What follows belongs to an exercise in optimizing a design on an open flow for small area and a short achievable clock period; a production flow would make more cautious choices. The RTL was checked by simulation tests, not by an equivalence proof against the original design.

==> flow/design.v (excerpt) <==
module evm_display(clk, rst_n, button, DC_switch, MD_switch, VA_switch, status_switch,
                   counter_A, counter_B, counter_DC_A, counter_DC_B, counter_MD_A, counter_MD_B,
                   counter_VA_A, counter_VA_B, counter_total, counter_DC_total, counter_MD_total,
                   counter_VA_total,
                   nextButton, result,
                   LED_out0, LED_out1, LED_out2, LED_out3, LED_out4, LED_out5, LED_out6, LED_out7);
input clk;
input rst_n;
input button;
input DC_switch;
input MD_switch;
input VA_switch;
input status_switch;
input [28:0] counter_A;
input [28:0] counter_B;
input [28:0] counter_DC_A;
input [28:0] counter_DC_B;
input [28:0] counter_MD_A;
input [28:0] counter_MD_B;
input [28:0] counter_VA_A;
input [28:0] counter_VA_B;
input [28:0] counter_total;
input [28:0] counter_DC_total;
input [28:0] counter_MD_total;
input [28:0] counter_VA_total;
output nextButton;
output [3:0] result;
output [6:0] LED_out0;
output [6:0] LED_out1;
output [6:0] LED_out2;
output [6:0] LED_out3;
output [6:0] LED_out4;
output [6:0] LED_out5;
output [6:0] LED_out6;
output [6:0] LED_out7;
debounce bk1(.clk(clk),
             .rst_n(rst_n),
             .nextButton(button),
             .buttonOut(nextButton));
countvote bk3(.clk(clk),
              .status_switch(status_switch),
              .counter_A(counter_A),
              .counter_B(counter_B),
              .counter_DC_A(counter_DC_A),
              .counter_DC_B(counter_DC_B),
              .counter_MD_A(counter_MD_A),
              .counter_MD_B(counter_MD_B),
              .counter_VA_A(counter_VA_A),
              .counter_VA_B(counter_VA_B),
              .result(result));
segmentdisplay bk4(.clk(clk),
                   .rst_n(rst_n),
                   .DC_switch(DC_switch),
                   .MD_switch(MD_switch),
                   .VA_switch(VA_switch),
                   .counter_A(counter_A),
                   .counter_B(counter_B),
                   .counter_DC_A(counter_DC_A),
                   .counter_DC_B(counter_DC_B),
                   .counter_MD_A(counter_MD_A),
                   .counter_MD_B(counter_MD_B),
                   .counter_VA_A(counter_VA_A),
                   .counter_VA_B(counter_VA_B),
  ...
Size in the first run: ~420 I/O pins, ~11000 um2 of cells after synthesis.
==> flow/config.mk <==
export PLATFORM = sky130hd
export DESIGN_NAME = evm_display
export DESIGN_NICKNAME = evm_display
export VERILOG_FILES = /design/flow/design.v
export SDC_FILE = /design/flow/constraint.sdc
export NUM_CORES = 4
export LEC_CHECK = 0
export ABC_AREA = 1
export CAP_MARGIN = 20
export CORE_MARGIN = 2
export CORE_UTILIZATION = 40
export SLEW_MARGIN = 20
export SYNTH_HIERARCHICAL = 1
==> flow/constraint.sdc <==
create_clock -name core_clock -period 36.0 [get_ports {clk}]
set_input_delay 7.2000 -clock core_clock [delete_from_list [all_inputs] [get_ports {clk}]]
set_output_delay 7.2000 -clock core_clock [all_outputs]
set_load 0.01 [all_outputs]
standard.sh (not shown) runs the stock make flow with config.mk's settings and CLKGATE_MAP_FILE= SYNTH_SCRIPT=/design/flow/synth_recipe.tcl, a recipe that flattens the netlist after the stock synthesis.
==> flow/flow/run.sh <==
#!/bin/bash
# The standard layout (standard.sh) with these changes to how it is made:
#  - ABC maps for area first ("map -a") and then buffers and sizes, instead of
#    the stock area script's "map -B 0.9" (flow/abc_area.script);
#  - modules named m_* (small gates and decoders written out in the RTL) are
#    mapped beforehand with "amap" (flow/abc_cells.script), which reaches the
#    six-input gates that "map" does not; the registers are untouched;
#  - the port buffers are the smallest buffer cell instead of the one
#    buffer_ports picks by default.
# The ORFS scripts folder is copied here with those two scripts added and
# the one abc call in synth.tcl split in two.
# Each step's full output goes to its own log file in this folder; ORFS also
# keeps per-step logs under orfs/logs.
set -euo pipefail
rm -rf scripts
cp -r "$FLOW_HOME/scripts" scripts
cp flow/abc_area.script scripts/abc_area.script
cp flow/abc_cells.script scripts/abc_cells.script
sed -i 's|^  log_cmd abc {\*}\$abc_args$|  log_cmd abc {*}[lreplace $abc_args 1 1 $::env(SCRIPTS_DIR)/abc_cells.script] m_*\n  log_cmd abc {*}$abc_args|' scripts/synth.tcl
grep -q 'abc_cells.script\] m_\*' scripts/synth.tcl
export SCRIPTS_DIR="$PWD/scripts"
export BUFFER_PORTS_ARGS="-buffer_cell sky130_fd_sc_hd__buf_1"
bash standard.sh synth > synth.log 2>&1
bash standard.sh floorplan > floorplan.log 2>&1
bash standard.sh place > place.log 2>&1
bash standard.sh cts > cts.log 2>&1
bash standard.sh route > route.log 2>&1
bash standard.sh finish > finish.log 2>&1
==> flow/flow/abc_area.script <==
strash
dc2
dch
map -a
topo
stime -c
upsize -c
dnsize -c
==> flow/flow/abc_cells.script <==
strash
amap
topo
The first run completed without violations.
Edit:
==> flow/flow/abc_area.script (replaced) <==
strash
dch
map -a
topo
stime -c
buffer -c
upsize -c
dnsize -c
=> The changed run produced a clean layout; final area is higher by 0.33%; via count decreases by 1.7%; worst hold slack hardly moves; non-clock buffer count climbs by 2; count of clock-buffer cells in the layout went up by 1; synthesized area barely changes; core utilization went up by 0.16 points.
Edit:
--- a/flow/config.mk
+++ b/flow/config.mk
@@ -10,4 +10,5 @@
 export CORE_MARGIN = 2
 export CORE_UTILIZATION = 40
+export PLACE_DENSITY = 0.75
 export SLEW_MARGIN = 20
 export SYNTH_HIERARCHICAL = 1
The changed run produced a clean layout.
Routed wire length grows by 2.2%.
Final area barely changes.
Fmax shrinks by 0.87%.
Setup slack is worse by 0.11 ns.
Final cell count stays flat.
Synthesized cell count is unchanged.
Via count grows by 1.8%.
Global-route usage grows by 0.79 points.
Critical path depth shrinks by 2.

## separate check: timing with driven ports
The results above use ideal ports. As a check the final layouts listed here were re-extracted and re-timed, cells and wires unchanged.
Step 1: set_driving_cell puts a clkbuf_16 on clk and a buf_2 on each other input, an assumption about the parent block.
Step 2 moves the port delays by t, midway between the first and last clock arrival at a register: inputs arrive t later, outputs are due t later. That takes back most of the time a late clock gives input paths.
a / b / c = ideal ports / drivers / drivers and shift; a / b = the first two.
run | shift t [ns] | slack for setup (ns) | worst register clock-pin slew, ns | pins driven straight from the clock port
the first run | 0.356 | 23.124 / 23.075 / 23.124 | 0.08 / 0.08 | 1
the second run | 0.359 | 23.242 / 23.190 / 23.066 | 0.08 / 0.08 | 1
the third run | 0.353 | 23.130 / 23.081 / 23.072 | 0.08 / 0.08 | 1
After both steps setup and hold are still met in every run listed. The setup slack of the second run, which loses most, moves by -0.052 ns with the drivers and by -0.176 ns with both steps.
